This is an optimization exercise on Yosys and OpenROAD, whose aim is small area, a short achievable clock period and few clock cycles per item, not a production implementation.
In this exercise RTL edits were held to simulation tests only and were not proved equivalent to the original.
Power figures rest on the tool's default switching activity, not on a simulated workload.

## flow/design.v (module list and top-level ports; edited modules follow where they fit)
// module fully_connected_core: 850 lines
// module fc_fa: 4 lines
// module data_mover_bram: 269 lines
module data_mover_bram
#(
	parameter CNT_BIT = 31,
	parameter DWIDTH = 32,
	parameter AWIDTH = 12,
	parameter MEM_SIZE = 3481,
	parameter IN_DATA_WITDH = 32  
)
(
    input 				clk,
    input 				reset_n,
	input 				i_run,
	input  [CNT_BIT-1:0]	i_num_cnt,
	output   			o_idle,
	output   			o_read,
	output   			o_write,
	output  			o_done,
	output[AWIDTH-1:0] 	addr_b0,
	output 				ce_b0,
	output 				we_b0,
	input [DWIDTH-1:0]  q_b0,
	output[DWIDTH-1:0] 	d_b0,
	output[AWIDTH-1:0] 	addr_b1,
	output 				ce_b1,
	output 				we_b1,
	input [DWIDTH-1:0]  q_b1,
	output[DWIDTH-1:0] 	d_b1,
	output[AWIDTH-1:0] 	addr_b2,
	output 				ce_b2,
	output 				we_b2,
	input [DWIDTH-1:0]  q_b2,
	output[DWIDTH-1:0] 	d_b2,
	output[AWIDTH-1:0] 	addr_b3,
	output 				ce_b3,
	output 				we_b3,
	input [DWIDTH-1:0]  q_b3,
	output[DWIDTH-1:0] 	d_b3,
	output[AWIDTH-1:0] 	addr_b4,
	output 				ce_b4,
	output 				we_b4,
	input [DWIDTH-1:0]  q_b4,
	output[DWIDTH-1:0] 	d_b4,
	output[AWIDTH-1:0] 	addr_b5,
	output 				ce_b5,
	output 				we_b5,
	input [DWIDTH-1:0]  q_b5,
	output[DWIDTH-1:0] 	d_b5,
	output[AWIDTH-1:0] 	addr_b6,
	output 				ce_b6,
	output 				we_b6,
	input [DWIDTH-1:0]  q_b6,
	output[DWIDTH-1:0] 	d_b6,
	output[AWIDTH-1:0] 	addr_b7,
	output 				ce_b7,
	output 				we_b7,
	input [DWIDTH-1:0]  q_b7,
	output[DWIDTH-1:0] 	d_b7,
	output[AWIDTH-1:0] 	addr_b8,
	output 				ce_b8,
	output 				we_b8,
	input [DWIDTH-1:0]  q_b8,
	output[DWIDTH-1:0] 	d_b8,
	output[AWIDTH-1:0] 	addr_b9,
	output 				ce_b9,
	output 				we_b9,
	input [DWIDTH-1:0]  q_b9,
	output[DWIDTH-1:0] 	d_b9,
	output[AWIDTH-1:0] 	addr_b10,
	output 				ce_b10,
	output 				we_b10,
	input [DWIDTH-1:0]  q_b10,
	output[DWIDTH-1:0] 	d_b10,
	output[AWIDTH-1:0] 	addr_b11,
	output 				ce_b11,
	output 				we_b11,
	input [DWIDTH-1:0]  q_b11,
	output[DWIDTH-1:0] 	d_b11,
	output[AWIDTH-1:0] 	addr_b12,
	output 				ce_b12,
	output 				we_b12,
	input [DWIDTH-1:0]  q_b12,
	output[DWIDTH-1:0] 	d_b12,
	output[AWIDTH-1:0] 	addr_b13,
	output 				ce_b13,
	output 				we_b13,
	input [DWIDTH-1:0]  q_b13,
	output[DWIDTH-1:0] 	d_b13,
	output[AWIDTH-1:0] 	addr_b14,
	output 				ce_b14,
	output 				we_b14,
	input [DWIDTH-1:0]  q_b14,
	output[DWIDTH-1:0] 	d_b14,
	output[AWIDTH-1:0] 	addr_b15,
	output 				ce_b15,
	output 				we_b15,
	input [DWIDTH-1:0]  q_b15,
	output[DWIDTH-1:0] 	d_b15,
	output[AWIDTH-1:0] 	addr_b16,
	output 				ce_b16,
	output 				we_b16,
	input [DWIDTH-1:0]  q_b16,
	output[DWIDTH-1:0] 	d_b16,
	output[DWIDTH-1:0]  result_0,
	output[DWIDTH-1:0]  result_1,
	output[DWIDTH-1:0]  result_2,
	output[DWIDTH-1:0]  result_3,
	output[DWIDTH-1:0]  result_4,
	output[DWIDTH-1:0]  result_5,
	output[DWIDTH-1:0]  result_6,
	output[DWIDTH-1:0]  result_7,
	output[DWIDTH-1:0]  result_8,
	output[DWIDTH-1:0]  result_9,
	output[DWIDTH-1:0]  result_10,
	output[DWIDTH-1:0]  result_11,
	output[DWIDTH-1:0]  result_12,
	output[DWIDTH-1:0]  result_13,
	output[DWIDTH-1:0]  result_14,
	output[DWIDTH-1:0]  result_15
    );
  // ...
==> flow/flow/run.sh <==
#!/bin/bash
set -euo pipefail
export BUFFER_PORTS_ARGS="-buffer_cell sky130_fd_sc_hd__buf_4"
export SETUP_SLACK_MARGIN=6.3
bash standard.sh finish > make.log 2>&1
==> flow/standard.sh <==
#!/bin/bash
# synth_recipe.tcl (not shown) runs the flow's synth.tcl, then flattens the netlist and writes it again
# the make line also repeats each setting of config.mk as NAME=value (left out here)
make -C /OpenROAD-flow-scripts/flow DESIGN_CONFIG=/design/flow/config.mk WORK_HOME=/design/flow/orfs CLKGATE_MAP_FILE= SYNTH_SCRIPT=/design/flow/synth_recipe.tcl "${@:-finish}"
==> flow/config.mk <==
export PLATFORM = sky130hd
export DESIGN_NAME = data_mover_bram
export DESIGN_NICKNAME = data_mover_bram
export VERILOG_FILES = /design/flow/design.v
export SDC_FILE = /design/flow/constraint.sdc
export NUM_CORES = 8
export LEC_CHECK = 0
export CAP_MARGIN = 20
export CORE_MARGIN = 2
export CORE_UTILIZATION = 40
export CTS_CLUSTER_DIAMETER = 100
export CTS_CLUSTER_SIZE = 30
export SLEW_MARGIN = 20
export SYNTH_HIERARCHICAL = 1
==> flow/constraint.sdc <==
create_clock -name core_clock -period 10.0 [get_ports {clk}]
set_input_delay 2.0000 -clock core_clock [delete_from_list [all_inputs] [get_ports {clk}]]
set_output_delay 2.0000 -clock core_clock [all_outputs]
set_load 0.01 [all_outputs]
==> metrics list, run 1 <==
* Register-to-Register Path Depth: 12
* Synth Flop Type: sky130_fd_sc_hd__dfxtp_1
* Clock tree from TritonCTS: yes
- The run finished, with violations left.
* Multiplexer share of the synthesized area: 0.00103
* Placed cell area: roughly 280,000 sq um
- The checks that failed were antenna violations.
- Post-DR wirelength/cell: 30.4 microns
* Inverters: 222
* Leading cell type by number of instances after synthesis: sky130_fd_sc_hd__dfxtp_1
- The clock period could shrink to 3760 ps.
* Util after Layout: 0.441
* Post-detailed-route count of antenna-violating nets: 3
* Flip-flop and latch power: roughly 0.026 W
* Initial antenna violation count: between 300 and 400
- Across every metal layer, demand over resource in global routing totals 0.291.
* Leak Pwr: around 110 nW
- In the global route stage, met3 resource usage came out at 0.0831.
- Non-clock buffers in the final layout number 2,036.
* Number of stages on the worst setup path: 2
* Total CTS buffers: between 150 and 200
* First-pass GRT wire length: ~1,400,000 microns
- Upper clock frequency limit: between 200 and 300 MHz
- The layout has roughly 62,000 filler cells.
- Post-DP HPWL: between 700,000 and 800,000 microns
* Post-synthesis sequential area ratio: 0.293
- Endpoint of the worst hold-timing path: fst[1]
- Of the total power, the share spent switching nets is 0.464.
- Dividing the detail-routed via count by the number of cells gives between 6 and 7.
* Clock distribution area overhead in the final layout: 0.0234
- Remaining design rule violation count: 0
Testbench counts, summed over its fixed seeds: cycles 51,412, items 50,068.
==> module data_mover_bram, before the edit <==
module data_mover_bram
#(
	parameter CNT_BIT = 31,
	parameter DWIDTH = 32,
	parameter AWIDTH = 12,
	parameter MEM_SIZE = 3481,
	parameter IN_DATA_WITDH = 32  
)
(
    input 				clk,
    input 				reset_n,
	input 				i_run,
	input  [CNT_BIT-1:0]	i_num_cnt,
	output   			o_idle,
	output   			o_read,
	output   			o_write,
	output  			o_done,
	output[AWIDTH-1:0] 	addr_b0,
	output 				ce_b0,
	output 				we_b0,
	input [DWIDTH-1:0]  q_b0,
	output[DWIDTH-1:0] 	d_b0,
	output[AWIDTH-1:0] 	addr_b1,
	output 				ce_b1,
	output 				we_b1,
	input [DWIDTH-1:0]  q_b1,
	output[DWIDTH-1:0] 	d_b1,
	output[AWIDTH-1:0] 	addr_b2,
	output 				ce_b2,
	output 				we_b2,
	input [DWIDTH-1:0]  q_b2,
	output[DWIDTH-1:0] 	d_b2,
	output[AWIDTH-1:0] 	addr_b3,
	output 				ce_b3,
	output 				we_b3,
	input [DWIDTH-1:0]  q_b3,
	output[DWIDTH-1:0] 	d_b3,
	output[AWIDTH-1:0] 	addr_b4,
	output 				ce_b4,
	output 				we_b4,
	input [DWIDTH-1:0]  q_b4,
	output[DWIDTH-1:0] 	d_b4,
	output[AWIDTH-1:0] 	addr_b5,
	output 				ce_b5,
	output 				we_b5,
	input [DWIDTH-1:0]  q_b5,
	output[DWIDTH-1:0] 	d_b5,
	output[AWIDTH-1:0] 	addr_b6,
	output 				ce_b6,
	output 				we_b6,
	input [DWIDTH-1:0]  q_b6,
	output[DWIDTH-1:0] 	d_b6,
	output[AWIDTH-1:0] 	addr_b7,
	output 				ce_b7,
	output 				we_b7,
	input [DWIDTH-1:0]  q_b7,
	output[DWIDTH-1:0] 	d_b7,
	output[AWIDTH-1:0] 	addr_b8,
	output 				ce_b8,
	output 				we_b8,
	input [DWIDTH-1:0]  q_b8,
	output[DWIDTH-1:0] 	d_b8,
	output[AWIDTH-1:0] 	addr_b9,
	output 				ce_b9,
	output 				we_b9,
	input [DWIDTH-1:0]  q_b9,
	output[DWIDTH-1:0] 	d_b9,
	output[AWIDTH-1:0] 	addr_b10,
	output 				ce_b10,
	output 				we_b10,
	input [DWIDTH-1:0]  q_b10,
	output[DWIDTH-1:0] 	d_b10,
	output[AWIDTH-1:0] 	addr_b11,
	output 				ce_b11,
	output 				we_b11,
	input [DWIDTH-1:0]  q_b11,
	output[DWIDTH-1:0] 	d_b11,
	output[AWIDTH-1:0] 	addr_b12,
	output 				ce_b12,
	output 				we_b12,
	input [DWIDTH-1:0]  q_b12,
	output[DWIDTH-1:0] 	d_b12,
	output[AWIDTH-1:0] 	addr_b13,
	output 				ce_b13,
	output 				we_b13,
	input [DWIDTH-1:0]  q_b13,
	output[DWIDTH-1:0] 	d_b13,
	output[AWIDTH-1:0] 	addr_b14,
	output 				ce_b14,
	output 				we_b14,
	input [DWIDTH-1:0]  q_b14,
	output[DWIDTH-1:0] 	d_b14,
	output[AWIDTH-1:0] 	addr_b15,
	output 				ce_b15,
	output 				we_b15,
	input [DWIDTH-1:0]  q_b15,
	output[DWIDTH-1:0] 	d_b15,
	output[AWIDTH-1:0] 	addr_b16,
	output 				ce_b16,
	output 				we_b16,
	input [DWIDTH-1:0]  q_b16,
	output[DWIDTH-1:0] 	d_b16,
	output[DWIDTH-1:0]  result_0,
	output[DWIDTH-1:0]  result_1,
	output[DWIDTH-1:0]  result_2,
	output[DWIDTH-1:0]  result_3,
	output[DWIDTH-1:0]  result_4,
	output[DWIDTH-1:0]  result_5,
	output[DWIDTH-1:0]  result_6,
	output[DWIDTH-1:0]  result_7,
	output[DWIDTH-1:0]  result_8,
	output[DWIDTH-1:0]  result_9,
	output[DWIDTH-1:0]  result_10,
	output[DWIDTH-1:0]  result_11,
	output[DWIDTH-1:0]  result_12,
	output[DWIDTH-1:0]  result_13,
	output[DWIDTH-1:0]  result_14,
	output[DWIDTH-1:0]  result_15
    );
reg         st_idle, st_write, st_done;
reg         rd;                  
reg  [11:0] addr;                
wire        start = st_idle & i_run;
wire        last  = rd & (addr == 12'd0);
wire [11:0] addr_dec = (start ? i_num_cnt[11:0] : addr) - 12'd1;
reg  [5:1] lst;               
reg  [4:1] fst;               
always @(posedge clk or negedge reset_n) begin
    if (!reset_n) begin
        st_idle  <= 1'b1;
        st_write <= 1'b0;
        st_done  <= 1'b0;
        rd       <= 1'b0;
        lst      <= {5{1'b0}};
        fst      <= {4{1'b0}};
    end else begin
        st_idle  <= st_done | (st_idle & ~i_run);
        st_write <= start | (st_write & ~lst[5]);
        st_done  <= lst[5];
        rd       <= start | (rd & ~last);
        lst      <= {lst[4:1], last};
        fst      <= {fst[3:1], start};
    end
end
always @(posedge clk) addr <= addr_dec;
assign o_idle  = st_idle;
assign o_write = st_write;
assign o_done  = st_done;
assign o_read  = rd;
reg         rd_w;
reg  [11:0] addr_w;
always @(posedge clk or negedge reset_n) begin
    if (!reset_n) rd_w <= 1'b0;
    else          rd_w <= rd;
end
always @(posedge clk) addr_w <= addr;
reg         vld;                 
always @(posedge clk or negedge reset_n) begin
    if (!reset_n) vld <= 1'b0;
    else          vld <= rd;
end
reg  [31:0] n_r;
always @(posedge clk) n_r <= q_b0;    
wire [31:0] n = n_r;
reg         vld_w;               
always @(posedge clk or negedge reset_n) begin
    if (!reset_n) vld_w <= 1'b0;
    else          vld_w <= vld;
end
wire [31:0] m1 = n;
wire [31:0] m3 = n + {n[30:0], 1'b0};
assign addr_b0 = addr; assign ce_b0 = rd; assign we_b0 = 1'b0; assign d_b0 = 32'd0;
assign we_b1 = 1'b0; assign d_b1 = 32'd0;
assign we_b2 = 1'b0; assign d_b2 = 32'd0;
assign we_b3 = 1'b0; assign d_b3 = 32'd0;
assign we_b4 = 1'b0; assign d_b4 = 32'd0;
assign we_b5 = 1'b0; assign d_b5 = 32'd0;
assign we_b6 = 1'b0; assign d_b6 = 32'd0;
assign we_b7 = 1'b0; assign d_b7 = 32'd0;
assign we_b8 = 1'b0; assign d_b8 = 32'd0;
assign we_b9 = 1'b0; assign d_b9 = 32'd0;
assign we_b10 = 1'b0; assign d_b10 = 32'd0;
assign we_b11 = 1'b0; assign d_b11 = 32'd0;
assign we_b12 = 1'b0; assign d_b12 = 32'd0;
assign we_b13 = 1'b0; assign d_b13 = 32'd0;
assign we_b14 = 1'b0; assign d_b14 = 32'd0;
assign we_b15 = 1'b0; assign d_b15 = 32'd0;
assign we_b16 = 1'b0; assign d_b16 = 32'd0;
fully_connected_core u_lane_0 (
    .clk(clk), .i_clr_pre(fst[3]), .i_rd_nxt(rd), .i_addr_nxt(addr), .o_ce(ce_b1), .o_addr(addr_b1),
    .i_vld(vld_w),
    .i_n1(m1), .i_n3(m3),
    .i_wegt(q_b1), .o_result(result_0));
fully_connected_core u_lane_1 (
    .clk(clk), .i_clr_pre(fst[3]), .i_rd_nxt(rd), .i_addr_nxt(addr), .o_ce(ce_b2), .o_addr(addr_b2),
    .i_vld(vld_w),
    .i_n1(m1), .i_n3(m3),
    .i_wegt(q_b2), .o_result(result_1));
fully_connected_core u_lane_2 (
    .clk(clk), .i_clr_pre(fst[3]), .i_rd_nxt(rd), .i_addr_nxt(addr), .o_ce(ce_b3), .o_addr(addr_b3),
    .i_vld(vld_w),
    .i_n1(m1), .i_n3(m3),
    .i_wegt(q_b3), .o_result(result_2));
fully_connected_core u_lane_3 (
    .clk(clk), .i_clr_pre(fst[3]), .i_rd_nxt(rd), .i_addr_nxt(addr), .o_ce(ce_b4), .o_addr(addr_b4),
    .i_vld(vld_w),
    .i_n1(m1), .i_n3(m3),
    .i_wegt(q_b4), .o_result(result_3));
fully_connected_core u_lane_4 (
    .clk(clk), .i_clr_pre(fst[3]), .i_rd_nxt(rd), .i_addr_nxt(addr), .o_ce(ce_b5), .o_addr(addr_b5),
    .i_vld(vld_w),
    .i_n1(m1), .i_n3(m3),
    .i_wegt(q_b5), .o_result(result_4));
fully_connected_core u_lane_5 (
    .clk(clk), .i_clr_pre(fst[3]), .i_rd_nxt(rd), .i_addr_nxt(addr), .o_ce(ce_b6), .o_addr(addr_b6),
    .i_vld(vld_w),
    .i_n1(m1), .i_n3(m3),
    .i_wegt(q_b6), .o_result(result_5));
fully_connected_core u_lane_6 (
    .clk(clk), .i_clr_pre(fst[3]), .i_rd_nxt(rd), .i_addr_nxt(addr), .o_ce(ce_b7), .o_addr(addr_b7),
    .i_vld(vld_w),
    .i_n1(m1), .i_n3(m3),
    .i_wegt(q_b7), .o_result(result_6));
fully_connected_core u_lane_7 (
    .clk(clk), .i_clr_pre(fst[3]), .i_rd_nxt(rd), .i_addr_nxt(addr), .o_ce(ce_b8), .o_addr(addr_b8),
    .i_vld(vld_w),
    .i_n1(m1), .i_n3(m3),
    .i_wegt(q_b8), .o_result(result_7));
fully_connected_core u_lane_8 (
    .clk(clk), .i_clr_pre(fst[3]), .i_rd_nxt(rd), .i_addr_nxt(addr), .o_ce(ce_b9), .o_addr(addr_b9),
    .i_vld(vld_w),
    .i_n1(m1), .i_n3(m3),
    .i_wegt(q_b9), .o_result(result_8));
fully_connected_core u_lane_9 (
    .clk(clk), .i_clr_pre(fst[3]), .i_rd_nxt(rd), .i_addr_nxt(addr), .o_ce(ce_b10), .o_addr(addr_b10),
    .i_vld(vld_w),
    .i_n1(m1), .i_n3(m3),
    .i_wegt(q_b10), .o_result(result_9));
fully_connected_core u_lane_10 (
    .clk(clk), .i_clr_pre(fst[3]), .i_rd_nxt(rd), .i_addr_nxt(addr), .o_ce(ce_b11), .o_addr(addr_b11),
    .i_vld(vld_w),
    .i_n1(m1), .i_n3(m3),
    .i_wegt(q_b11), .o_result(result_10));
fully_connected_core u_lane_11 (
    .clk(clk), .i_clr_pre(fst[3]), .i_rd_nxt(rd), .i_addr_nxt(addr), .o_ce(ce_b12), .o_addr(addr_b12),
    .i_vld(vld_w),
    .i_n1(m1), .i_n3(m3),
    .i_wegt(q_b12), .o_result(result_11));
fully_connected_core u_lane_12 (
    .clk(clk), .i_clr_pre(fst[3]), .i_rd_nxt(rd), .i_addr_nxt(addr), .o_ce(ce_b13), .o_addr(addr_b13),
    .i_vld(vld_w),
    .i_n1(m1), .i_n3(m3),
    .i_wegt(q_b13), .o_result(result_12));
fully_connected_core u_lane_13 (
    .clk(clk), .i_clr_pre(fst[3]), .i_rd_nxt(rd), .i_addr_nxt(addr), .o_ce(ce_b14), .o_addr(addr_b14),
    .i_vld(vld_w),
    .i_n1(m1), .i_n3(m3),
    .i_wegt(q_b14), .o_result(result_13));
fully_connected_core u_lane_14 (
    .clk(clk), .i_clr_pre(fst[3]), .i_rd_nxt(rd), .i_addr_nxt(addr), .o_ce(ce_b15), .o_addr(addr_b15),
    .i_vld(vld_w),
    .i_n1(m1), .i_n3(m3),
    .i_wegt(q_b15), .o_result(result_14));
fully_connected_core u_lane_15 (
    .clk(clk), .i_clr_pre(fst[3]), .i_rd_nxt(rd), .i_addr_nxt(addr), .o_ce(ce_b16), .o_addr(addr_b16),
    .i_vld(vld_w),
    .i_n1(m1), .i_n3(m3),
    .i_wegt(q_b16), .o_result(result_15));
endmodule
==> inputs of run 2 (changes only) <==
--- a/flow/design.v
+++ b/flow/design.v
@@ -1,28 +1,22 @@
 `timescale 1ns / 1ps
 module fully_connected_core (
     input             clk,
     input             i_clr_pre,   
     input             i_rd_nxt,    
     input      [11:0] i_addr_nxt,  
     output reg        o_ce,        
     output reg [11:0] o_addr,      
-    input      [31:0] i_n1,        
-    input      [31:0] i_n3,        
+    input      [31:0] i_m1,        
+    input      [31:0] i_m3,        
     input             i_vld,       
     input      [31:0] i_wegt,      
     output     [31:0] o_result
 );
-reg  [31:0] i_m1;
-reg  [31:0] i_m3;
-always @(posedge clk) begin
-    i_m1 <= i_n1;
-    i_m3 <= i_n3;
-end
 reg [54:0] e_r;
 wire [54:0] e_d;
 assign e_d[0] = ((i_wegt[0] & ~i_wegt[1] & ~i_wegt[2]) | (i_wegt[0] & i_wegt[1] & i_wegt[2])) & i_vld;
 assign e_d[1] = ((~i_wegt[0] & i_wegt[1] & ~i_wegt[2]) | (~i_wegt[0] & i_wegt[1] & i_wegt[2])) & i_vld;
 assign e_d[2] = ((i_wegt[0] & i_wegt[1] & ~i_wegt[2]) | (i_wegt[0] & ~i_wegt[1] & i_wegt[2])) & i_vld;
 assign e_d[3] = ((~i_wegt[0] & ~i_wegt[1] & i_wegt[2])) & i_vld;
 assign e_d[4] = (i_wegt[2]) & i_vld;
 assign e_d[5] = ((i_wegt[2] & ~i_wegt[3] & ~i_wegt[4] & ~i_wegt[5]) | (~i_wegt[2] & i_wegt[3] & ~i_wegt[4] & ~i_wegt[5]) | (i_wegt[2] & ~i_wegt[3] & i_wegt[4] & i_wegt[5]) | (~i_wegt[2] & i_wegt[3] & i_wegt[4] & i_wegt[5])) & i_vld;
@@ -848,16 +842,51 @@
     acc[31:16] <= acc_x[31:16] + acc_y[31:16] + acc_c_in;
 end
 assign o_result = acc;
 endmodule
 module fc_fa (input a, input b, input c, output s, output co);
 assign s  = a ^ b ^ c;
 assign co = (a & b) | (a & c) | (b & c);
 endmodule
+module fc_ctlout (
+    input             clk,
+    input             reset_n,
+    input             i_idle, i_write, i_done, i_rd,
+    input      [11:0] i_addr,
+    output reg        o_idle, o_write, o_done, o_rd,
+    output reg [11:0] o_addr
+);
+always @(posedge clk or negedge reset_n) begin
+    if (!reset_n) begin
+        o_idle  <= 1'b1;
+        o_write <= 1'b0;
+        o_done  <= 1'b0;
+        o_rd    <= 1'b0;
+    end else begin
+        o_idle  <= i_idle;
+        o_write <= i_write;
+        o_done  <= i_done;
+        o_rd    <= i_rd;
+    end
+end
+always @(posedge clk) o_addr <= i_addr;
+endmodule
+module fc_mreg (
+    input             clk,
+    input      [31:0] i_n1,
+    input      [31:0] i_n3,
+    output reg [31:0] o_m1,
+    output reg [31:0] o_m3
+);
+always @(posedge clk) begin
+    o_m1 <= i_n1;
+    o_m3 <= i_n3;
+end
+endmodule
 `timescale 1ns / 1ps
 module data_mover_bram
 #(
 	parameter CNT_BIT = 31,
 	parameter DWIDTH = 32,
 	parameter AWIDTH = 12,
 	parameter MEM_SIZE = 3481,
 	parameter IN_DATA_WITDH = 32  
@@ -976,38 +1005,43 @@
 reg         st_idle, st_write, st_done;
 reg         rd;                  
 reg  [11:0] addr;                
 wire        start = st_idle & i_run;
 wire        last  = rd & (addr == 12'd0);
 wire [11:0] addr_dec = (start ? i_num_cnt[11:0] : addr) - 12'd1;
 reg  [5:1] lst;               
 reg  [4:1] fst;               
+wire        idle_nx  = st_done | (st_idle & ~i_run);
+wire        write_nx = start | (st_write & ~lst[5]);
+wire        done_nx  = lst[5];
+wire        rd_nx    = start | (rd & ~last);
 always @(posedge clk or negedge reset_n) begin
     if (!reset_n) begin
         st_idle  <= 1'b1;
         st_write <= 1'b0;
         st_done  <= 1'b0;
         rd       <= 1'b0;
         lst      <= {5{1'b0}};
         fst      <= {4{1'b0}};
     end else begin
-        st_idle  <= st_done | (st_idle & ~i_run);
-        st_write <= start | (st_write & ~lst[5]);
-        st_done  <= lst[5];
-        rd       <= start | (rd & ~last);
+        st_idle  <= idle_nx;
+        st_write <= write_nx;
+        st_done  <= done_nx;
+        rd       <= rd_nx;
         lst      <= {lst[4:1], last};
         fst      <= {fst[3:1], start};
     end
 end
 always @(posedge clk) addr <= addr_dec;
-assign o_idle  = st_idle;
-assign o_write = st_write;
-assign o_done  = st_done;
-assign o_read  = rd;
+fc_ctlout u_ctlout (
+    .clk(clk), .reset_n(reset_n),
+    .i_idle(idle_nx), .i_write(write_nx), .i_done(done_nx), .i_rd(rd_nx), .i_addr(addr_dec),
+    .o_idle(o_idle), .o_write(o_write), .o_done(o_done), .o_rd(o_read), .o_addr(addr_b0));
+assign ce_b0 = o_read;
 reg         rd_w;
 reg  [11:0] addr_w;
 always @(posedge clk or negedge reset_n) begin
     if (!reset_n) rd_w <= 1'b0;
     else          rd_w <= rd;
 end
 always @(posedge clk) addr_w <= addr;
 reg         vld;                 
@@ -1020,17 +1054,33 @@
 wire [31:0] n = n_r;
 reg         vld_w;               
 always @(posedge clk or negedge reset_n) begin
     if (!reset_n) vld_w <= 1'b0;
     else          vld_w <= vld;
 end
 wire [31:0] m1 = n;
 wire [31:0] m3 = n + {n[30:0], 1'b0};
-assign addr_b0 = addr; assign ce_b0 = rd; assign we_b0 = 1'b0; assign d_b0 = 32'd0;
+wire [31:0] m1_0, m3_0;
+fc_mreg u_mreg_0 (.clk(clk), .i_n1(m1), .i_n3(m3), .o_m1(m1_0), .o_m3(m3_0));
+wire [31:0] m1_1, m3_1;
+fc_mreg u_mreg_1 (.clk(clk), .i_n1(m1), .i_n3(m3), .o_m1(m1_1), .o_m3(m3_1));
+wire [31:0] m1_2, m3_2;
+fc_mreg u_mreg_2 (.clk(clk), .i_n1(m1), .i_n3(m3), .o_m1(m1_2), .o_m3(m3_2));
+wire [31:0] m1_3, m3_3;
+fc_mreg u_mreg_3 (.clk(clk), .i_n1(m1), .i_n3(m3), .o_m1(m1_3), .o_m3(m3_3));
+wire [31:0] m1_4, m3_4;
+fc_mreg u_mreg_4 (.clk(clk), .i_n1(m1), .i_n3(m3), .o_m1(m1_4), .o_m3(m3_4));
+wire [31:0] m1_5, m3_5;
+fc_mreg u_mreg_5 (.clk(clk), .i_n1(m1), .i_n3(m3), .o_m1(m1_5), .o_m3(m3_5));
+wire [31:0] m1_6, m3_6;
+fc_mreg u_mreg_6 (.clk(clk), .i_n1(m1), .i_n3(m3), .o_m1(m1_6), .o_m3(m3_6));
+wire [31:0] m1_7, m3_7;
+fc_mreg u_mreg_7 (.clk(clk), .i_n1(m1), .i_n3(m3), .o_m1(m1_7), .o_m3(m3_7));
+assign we_b0 = 1'b0; assign d_b0 = 32'd0;
 assign we_b1 = 1'b0; assign d_b1 = 32'd0;
 assign we_b2 = 1'b0; assign d_b2 = 32'd0;
 assign we_b3 = 1'b0; assign d_b3 = 32'd0;
 assign we_b4 = 1'b0; assign d_b4 = 32'd0;
 assign we_b5 = 1'b0; assign d_b5 = 32'd0;
 assign we_b6 = 1'b0; assign d_b6 = 32'd0;
 assign we_b7 = 1'b0; assign d_b7 = 32'd0;
 assign we_b8 = 1'b0; assign d_b8 = 32'd0;
@@ -1040,86 +1090,86 @@
 assign we_b12 = 1'b0; assign d_b12 = 32'd0;
 assign we_b13 = 1'b0; assign d_b13 = 32'd0;
 assign we_b14 = 1'b0; assign d_b14 = 32'd0;
 assign we_b15 = 1'b0; assign d_b15 = 32'd0;
 assign we_b16 = 1'b0; assign d_b16 = 32'd0;
 fully_connected_core u_lane_0 (
     .clk(clk), .i_clr_pre(fst[3]), .i_rd_nxt(rd), .i_addr_nxt(addr), .o_ce(ce_b1), .o_addr(addr_b1),
     .i_vld(vld_w),
-    .i_n1(m1), .i_n3(m3),
+    .i_m1(m1_0), .i_m3(m3_0),
     .i_wegt(q_b1), .o_result(result_0));
 fully_connected_core u_lane_1 (
     .clk(clk), .i_clr_pre(fst[3]), .i_rd_nxt(rd), .i_addr_nxt(addr), .o_ce(ce_b2), .o_addr(addr_b2),
     .i_vld(vld_w),
-    .i_n1(m1), .i_n3(m3),
+    .i_m1(m1_0), .i_m3(m3_0),
     .i_wegt(q_b2), .o_result(result_1));
 fully_connected_core u_lane_2 (
     .clk(clk), .i_clr_pre(fst[3]), .i_rd_nxt(rd), .i_addr_nxt(addr), .o_ce(ce_b3), .o_addr(addr_b3),
     .i_vld(vld_w),
-    .i_n1(m1), .i_n3(m3),
+    .i_m1(m1_1), .i_m3(m3_1),
     .i_wegt(q_b3), .o_result(result_2));
 fully_connected_core u_lane_3 (
     .clk(clk), .i_clr_pre(fst[3]), .i_rd_nxt(rd), .i_addr_nxt(addr), .o_ce(ce_b4), .o_addr(addr_b4),
     .i_vld(vld_w),
-    .i_n1(m1), .i_n3(m3),
+    .i_m1(m1_1), .i_m3(m3_1),
     .i_wegt(q_b4), .o_result(result_3));
 fully_connected_core u_lane_4 (
     .clk(clk), .i_clr_pre(fst[3]), .i_rd_nxt(rd), .i_addr_nxt(addr), .o_ce(ce_b5), .o_addr(addr_b5),
     .i_vld(vld_w),
-    .i_n1(m1), .i_n3(m3),
+    .i_m1(m1_2), .i_m3(m3_2),
     .i_wegt(q_b5), .o_result(result_4));
 fully_connected_core u_lane_5 (
     .clk(clk), .i_clr_pre(fst[3]), .i_rd_nxt(rd), .i_addr_nxt(addr), .o_ce(ce_b6), .o_addr(addr_b6),
     .i_vld(vld_w),
-    .i_n1(m1), .i_n3(m3),
+    .i_m1(m1_2), .i_m3(m3_2),
     .i_wegt(q_b6), .o_result(result_5));
 fully_connected_core u_lane_6 (
     .clk(clk), .i_clr_pre(fst[3]), .i_rd_nxt(rd), .i_addr_nxt(addr), .o_ce(ce_b7), .o_addr(addr_b7),
     .i_vld(vld_w),
-    .i_n1(m1), .i_n3(m3),
+    .i_m1(m1_3), .i_m3(m3_3),
     .i_wegt(q_b7), .o_result(result_6));
 fully_connected_core u_lane_7 (
     .clk(clk), .i_clr_pre(fst[3]), .i_rd_nxt(rd), .i_addr_nxt(addr), .o_ce(ce_b8), .o_addr(addr_b8),
     .i_vld(vld_w),
-    .i_n1(m1), .i_n3(m3),
+    .i_m1(m1_3), .i_m3(m3_3),
     .i_wegt(q_b8), .o_result(result_7));
 fully_connected_core u_lane_8 (
     .clk(clk), .i_clr_pre(fst[3]), .i_rd_nxt(rd), .i_addr_nxt(addr), .o_ce(ce_b9), .o_addr(addr_b9),
     .i_vld(vld_w),
-    .i_n1(m1), .i_n3(m3),
+    .i_m1(m1_4), .i_m3(m3_4),
     .i_wegt(q_b9), .o_result(result_8));
 fully_connected_core u_lane_9 (
     .clk(clk), .i_clr_pre(fst[3]), .i_rd_nxt(rd), .i_addr_nxt(addr), .o_ce(ce_b10), .o_addr(addr_b10),
     .i_vld(vld_w),
-    .i_n1(m1), .i_n3(m3),
+    .i_m1(m1_4), .i_m3(m3_4),
     .i_wegt(q_b10), .o_result(result_9));
 fully_connected_core u_lane_10 (
     .clk(clk), .i_clr_pre(fst[3]), .i_rd_nxt(rd), .i_addr_nxt(addr), .o_ce(ce_b11), .o_addr(addr_b11),
     .i_vld(vld_w),
-    .i_n1(m1), .i_n3(m3),
+    .i_m1(m1_5), .i_m3(m3_5),
     .i_wegt(q_b11), .o_result(result_10));
 fully_connected_core u_lane_11 (
     .clk(clk), .i_clr_pre(fst[3]), .i_rd_nxt(rd), .i_addr_nxt(addr), .o_ce(ce_b12), .o_addr(addr_b12),
     .i_vld(vld_w),
-    .i_n1(m1), .i_n3(m3),
+    .i_m1(m1_5), .i_m3(m3_5),
     .i_wegt(q_b12), .o_result(result_11));
 fully_connected_core u_lane_12 (
     .clk(clk), .i_clr_pre(fst[3]), .i_rd_nxt(rd), .i_addr_nxt(addr), .o_ce(ce_b13), .o_addr(addr_b13),
     .i_vld(vld_w),
-    .i_n1(m1), .i_n3(m3),
+    .i_m1(m1_6), .i_m3(m3_6),
     .i_wegt(q_b13), .o_result(result_12));
 fully_connected_core u_lane_13 (
     .clk(clk), .i_clr_pre(fst[3]), .i_rd_nxt(rd), .i_addr_nxt(addr), .o_ce(ce_b14), .o_addr(addr_b14),
     .i_vld(vld_w),
-    .i_n1(m1), .i_n3(m3),
+    .i_m1(m1_6), .i_m3(m3_6),
     .i_wegt(q_b14), .o_result(result_13));
 fully_connected_core u_lane_14 (
     .clk(clk), .i_clr_pre(fst[3]), .i_rd_nxt(rd), .i_addr_nxt(addr), .o_ce(ce_b15), .o_addr(addr_b15),
     .i_vld(vld_w),
-    .i_n1(m1), .i_n3(m3),
+    .i_m1(m1_7), .i_m3(m3_7),
     .i_wegt(q_b15), .o_result(result_14));
 fully_connected_core u_lane_15 (
     .clk(clk), .i_clr_pre(fst[3]), .i_rd_nxt(rd), .i_addr_nxt(addr), .o_ce(ce_b16), .o_addr(addr_b16),
     .i_vld(vld_w),
-    .i_n1(m1), .i_n3(m3),
+    .i_m1(m1_7), .i_m3(m3_7),
     .i_wegt(q_b16), .o_result(result_15));
 endmodule
==> flow/flow/run.sh (replaced) <==
#!/bin/bash
# Layout flow: the standard ORFS flow (standard.sh, with the standard synthesis), with
# these changes to how the layout is made:
#   - the port buffers that placement inserts start as buf_1 cells (the resizer sizes up
#     the ones on timing paths), not the delay cells it picks by default;
#   - antenna repair after detailed routing may take more rounds.
# ORFS writes each step's full log under orfs/logs/; make's own output goes to make.log.
set -euo pipefail
export BUFFER_PORTS_ARGS="-buffer_cell sky130_fd_sc_hd__buf_1"
export SETUP_SLACK_MARGIN=6.3
export MAX_REPAIR_ANTENNAS_ITER_DRT=15
bash standard.sh finish > make.log 2>&1
==> flow/config.mk (replaced) <==
export PLATFORM = sky130hd
export DESIGN_NAME = data_mover_bram
export DESIGN_NICKNAME = data_mover_bram
export VERILOG_FILES = /design/flow/design.v
export SDC_FILE = /design/flow/constraint.sdc
export NUM_CORES = 8
export LEC_CHECK = 0
export CAP_MARGIN = 20
export CORE_MARGIN = 2
export CORE_UTILIZATION = 50
export CTS_CLUSTER_DIAMETER = 100
export CTS_CLUSTER_SIZE = 30
export SLEW_MARGIN = 20
export SYNTH_HIERARCHICAL = 1
==> run 2 against run 1 <==
Against the previous run: now clean on timing, DRC and antenna; sequential power fell by 14%; clock power fell by 13%; die area fell by 23%; sequential cell count fell by 496; sequential share of layout area fell by 2.2 points; non-clock buffer count rose by 194; fmax fell by 0.36%; core utilization rose by 9.9 points; area after synthesis fell by 3.7%; critical path type unchanged; largest cell class unchanged.
==> metrics list, run 2 <==
* Run status: no timing/DRC/antenna violations (was failed layout checks)
- The global router's overall resource usage is 0.371 (was 0.291).
- Detailed Routing Iterations Pass 1: 10 (unchanged)
- Slew of the pin with the lowest slew margin: 1160 ps (was 1090 ps)
* Floorplan die width: 718 microns (was 817 microns)
* Final cell count without fillers: 31,213 (was 33,687)
- The per-cell via count in the routed design is 6.66 (was 6.20).
- The total CTS buffers came to 167 (was 189).
* Clock root buffer: sky130_fd_sc_hd__clkbuf_16 (unchanged)
- Met3 Track Usage GR: 0.0999 (was 0.0831)
- Area occupied by registers: 68,400 sq um (was 78,700 sq um)
- Number of stages on the worst setup path: 1 (was 2)
- The largest net degree at the start of global routing is 202 (was 175).
- Maximum fanout count along the critical path: 2 (was 5)
* Worst-case setup slack after placement: 5140 ps (was 5170 ps)
- The number of synthesized flops with an enable pin is 0 (unchanged).
- The largest area contributor in the netlist is sky130_fd_sc_hd__dfxtp_1 (unchanged).
- CP top delay family: flip-flops (unchanged)
* Top cells by count, synth: sky130_fd_sc_hd__xnor2_1, sky130_fd_sc_hd__dfxtp_1, sky130_fd_sc_hd__a22o_1 (was sky130_fd_sc_hd__dfxtp_1, sky130_fd_sc_hd__xnor2_1, sky130_fd_sc_hd__a22o_1)
* Startpoint types: flip-flop (unchanged)
* Setup repair after global routing missed its margin: true (unchanged)
* Overall die area: 515,000 sq um (was 668,000 sq um)
* Kind of capture point of the worst setup path: output port (unchanged)
* R2r startpoint: u_mreg_1.o_m3[15] (was u_lane_0.i_m3[10])
- The half-perimeter wire length of the detailed placement result was 687,000 microns (was 721,000 microns).
* Fraction of synthesized cell area taken by the top area cell type: 0.263 (was 0.291)
* Setup crit start: u_ctlout.o_rd (was rd)
* Y dimension of the die: 718 microns (was 817 microns)
- Core outline area: 508,000 sq um (was 659,000 sq um)
- R2r setup slk: 6270 ps (was 6290 ps)
- Number of nets in the final layout: 28,052 (was 28,376)
* Buffers plus inverters on the worst setup path: 1 (was 2)
- Highest-delay cell along the critical path: sky130_fd_sc_hd__dfrtp_4 (was sky130_fd_sc_hd__dfrtp_2)
- Final Setup Violations: 0 (unchanged)
- Maximum ir drop on the vdd rail: 0.377 mV (was 0.473 mV)
- The total number of vias came to 208,016 (was 208,866).
* Initial antenna violation count: 271 (was 304)
- The total overflow reported by the global router came to 0 (unchanged).
- Cell area power density: 410 nW/um^2 (was 400 nW/um^2)
- Clock insertion delay at the later pin of the skew report: 1020 ps (was 1070 ps)
- Commonest cells after routing, fill and taps aside: sky130_fd_sc_hd__xnor2_1, sky130_fd_sc_hd__dfxtp_1, sky130_fd_sc_hd__a22o_1, sky130_fd_sc_hd__a221oi_1, sky130_fd_sc_hd__fa_1 (unchanged)
- Signal arrival time at the worst endpoint: 1770 ps (was 1760 ps)
* Count of filler cells inserted in the layout: 45,357 (was 61,992)
- The synthesis-stage register bit count came to 3,370 (was 3,866).
* Class of the most critical setup path: reg2out (unchanged)
* Multi-input gate area: 175,000 sq um (about the same)
- The number of global-route vias before repair came to 197,845 (was 198,189).
* Initial Util: 0.501 (was 0.402)
* Placed cell count: 30,511 (was 32,844)
* Top post-synthesis cells by area: sky130_fd_sc_hd__dfxtp_1, sky130_fd_sc_hd__fa_1, sky130_fd_sc_hd__xnor2_1 (unchanged)
- The number of sinks handled by clock tree synthesis was 3,370 (was 3,866).
- Busiest metal layer after global routing: met2 (unchanged)
- The routability congestion estimate from global placement came to 0.969 (was 0.947).
* Most frequent standard cell in the layout excluding fill and tap cells: sky130_fd_sc_hd__xnor2_1 (unchanged)
* Required time worst endpoint: 8000 ps (about the same)
- The post-route antenna net violation count is 0 (was 3).
- Stage delay of the slowest cell on the critical path: 610 ps (was 440 ps)
- The portion of the post-synthesis area used by sequential elements is 0.265 (was 0.293).
- Clock tree buffer depth: 4 (unchanged)
- Register-to-Register Path Depth: 7 (was 12)
- The count of synthesis-stage warnings from yosys is 10 (was 8).
* Met2 track utilization from global routing: 0.556 (was 0.435)
- Max_cap viols: 0 (unchanged)
* Summed instance area of the synthesized netlist: 255,000 sq um (was 265,000 sq um)
- The average cell area after synthesis came to 10.4 sq um (was 10.6 sq um).
* First-pass GRT wire length: 1,430,000 microns (was 1,450,000 microns)
- The number of H-tree levels is 4 (unchanged).
* Endpoints failing hold: 0 (unchanged)
- The class of the most critical hold timing path is reg2reg (unchanged).
- Hold_ws: 358 ps (was 359 ps)
- The leakage power came to 103 nW (was 111 nW).
* Clk_skew: 78.7 ps (was 140 ps)
- Final setup slack of the worst path: 6230 ps (was 6240 ps)
- Post-synthesis to final-layout area growth: 7.55% (was 9.70%)
- The clock transition time at the flip-flop clock pins of the worst setup and hold paths came to 110 ps (about the same).
- The most frequently used cell type in the post-synthesis netlist was sky130_fd_sc_hd__xnor2_1 (was sky130_fd_sc_hd__dfxtp_1).
- The endpoint of the worst-slack reg-to-reg timing path is u_lane_2.r1_r[18] (was u_lane_0.r0_r[31]).
- Synth Flop Type: sky130_fd_sc_hd__dfxtp_1 (unchanged)
- The share of layout cells above drive strength 1 came to 0.0957 (was 0.138).
* Upper clock frequency limit: 265 MHz (was 266 MHz)
- Hold buffer count at CTS: 0 (unchanged)
* Endpoint of the most critical setup path: ce_b0 (unchanged)
- Synth async-reset ratio: 0.00534 (was 0.00362)
- Remaining design rule violation count: 0 (unchanged)
- Max-slew violation count: 0 (unchanged)
- Clock tree from TritonCTS: yes (unchanged)
* Count of boundary I/O pins: 1,876 (unchanged)
- The cell row count is 262 (was 298).
* Met1 Usage GRT: 0.462 (was 0.370)
- The count of input and output buffers is 1,295 (unchanged).
- The per-cell routed wire length came to 32.1 microns (was 30.4 microns).
* Crit path cell chain: buf_6 (was buf_12, buf_6)
- The worst relative slew slack was 0.225 (was 0.270).
* Count of different cell masters after synthesis: 76 (was 74)
* Share of the clock period used by the worst path: 0.377 (was 0.376)
* Post-synthesis instance total: 24,415 (was 24,911)
- The violation count after the first detailed-routing iteration was 25,986 (was 25,259).
- Minimum period implied by the final worst setup slack: 3770 ps (was 3760 ps)
* Final wirelength: 1,000,000 microns (was 1,020,000 microns)
- Fin Setup TNS: 0 ps (unchanged)
- The power after layout came to 0.112 W (was 0.116 W).
[run 2: cell count changes after synthesis]
| cell | change |
|---|---|
| sky130_fd_sc_hd__dfstp_2 | +1 |
| sky130_fd_sc_hd__dfxtp_1 | -500 |
| sky130_fd_sc_hd__dfrtp_1 | +3 |
| sky130_fd_sc_hd__a221oi_2 | -32 |
| sky130_fd_sc_hd__buf_6 | +32 |
| sky130_fd_sc_hd__a221oi_1 | +32 |
| sky130_fd_sc_hd__xnor2_1 | -16 |
| sky130_fd_sc_hd__clkbuf_1 | -160 |
| sky130_fd_sc_hd__xnor2_2 | +16 |
| sky130_fd_sc_hd__buf_1 | +128 |
[run 2: Yosys stat by module, one instance, submodules excluded]
module / flip-flops and latches / copies in the design / cell area, sq um
fc_fa: 0 / 2320 / 20.0
data_mover_bram: 58 / 1 / 7500
fc_ctlout: 16 / 1 / 342
fc_mreg: 64 / 8 / 1280
fully_connected_core: 174 / 16 / 11900
[run 2: how the worst min path moves through the flow]
stage	start	to	slack, ps	cells after the start
2_1_floorplan	u_lane_0.e_r[4]	u_lane_0.r0_r[0]	330	0
3_3_place_gp	vld	vld_w	330	0
3_5_place_dp	lst[4]	lst[5]	330	0
4_1_cts	lst[4]	lst[5]	360	0
5_1_grt	lst[2]	lst[3]	360	0
6_report	lst[1]	lst[2]	360	0
[run 2: worst reg2reg max path, cell delays in order, from the launching register on]
cell and delay (ps):
sky130_fd_sc_hd__dfxtp_1 1090, sky130_fd_sc_hd__a22o_1 250, sky130_fd_sc_hd__a221oi_1 60, sky130_fd_sc_hd__xnor2_1 370, sky130_fd_sc_hd__fa_1 510, sky130_fd_sc_hd__fa_1 560, sky130_fd_sc_hd__fa_1 440, sky130_fd_sc_hd__ha_1 340
[run 2: cell type report]
| class | count | share of cell area |
|---|---|---|
| Timing Repair Buffer | 2230 | 0.0523 |
| Sequential cell | 3370 | 0.249 |
| Multi-Input combinational cell | 18107 | 0.640 |
| Clock buffer | 185 | 0.0163 |
| Inverter | 222 | 0.00304 |
| Clock inverter | 86 | 0.00542 |
| Antenna cell | 281 | 0.00257 |
| Tap cell | 6732 | 0.0307 |
[run 2: what timing repair did]
action,4_1_cts,5_1_grt
setup endpoints to repair,399,132
pin swaps,33,107
buffers inserted,55,80
gates cloned,1,14
resized for setup,653,587
[run 2: cells by family (layout without fill, tap and decap cells)]
family	after synthesis	count (layout)	synth area share
mux	27	27	0.00107
xor+xnor	4118	4118	0.142
flops	3370	3370	0.265
compound gates	6947	6947	0.230
buf+inv	3498	2723	0.0623
fa+ha+maj	3376	3376	0.236
simple gates	3062	3062	0.0641
other cells	17	858	0.000250
[run 2: report_power, final]
part	switching (W)	internal (W)
combinational	0.0446	0.0361
sequential	0.00358	0.0192
clock	0.00523	0.00367
[run 2: layer usage]
layer	part of all wire	up-vias
met5	0.00055	-
met4	0.084	54
met3	0.11	3299
met2	0.43	13884
met1	0.37	103427
li1	-	87352
[run 2: stage by stage]
stage | cell area [sq um] | util
4_1_cts | 270000 | 0.531
5_1_grt | 274000 | 0.539
2_1_floorplan | 257000 | -
6_report | 274000 | 0.539
3_3_place_gp | 262000 | 0.515
3_5_place_dp | 262000 | 0.515
Testbench counts of run 2, summed over its fixed seeds: cycles 51,412, items 50,068.

==> static timing again, ports no longer ideal <==
Ports are ideal in the flow. The routed layouts listed here were re-timed in OpenROAD. Step 1, drivers: a clkbuf_16 drives clk and a buf_2 each remaining input, both assumed. Step 2 moves the port delays by t, midway between the first and last clock arrival at a register: inputs arrive t later, outputs are due t later. That takes back most of the time a late clock gives input paths. Three values: no drivers, after step 1, after step 2; two values: the first two.
run | t, ns | slack for setup (ns) | hold slack, ns | worst setup path at the end | cell pins on the clock port's net
run 1 | 1.151 | 6.243 / 6.093 / 5.612 | 0.359 / 0.359 / 0.359 | input to register | 1
run 2 | 1.118 | 6.229 / 6.091 / 5.320 | 0.358 / 0.358 / 0.358 | input to register | 1
For run 2, which loses most, drivers alone change the setup slack by -0.138 ns; drivers and shift together by -0.909 ns.
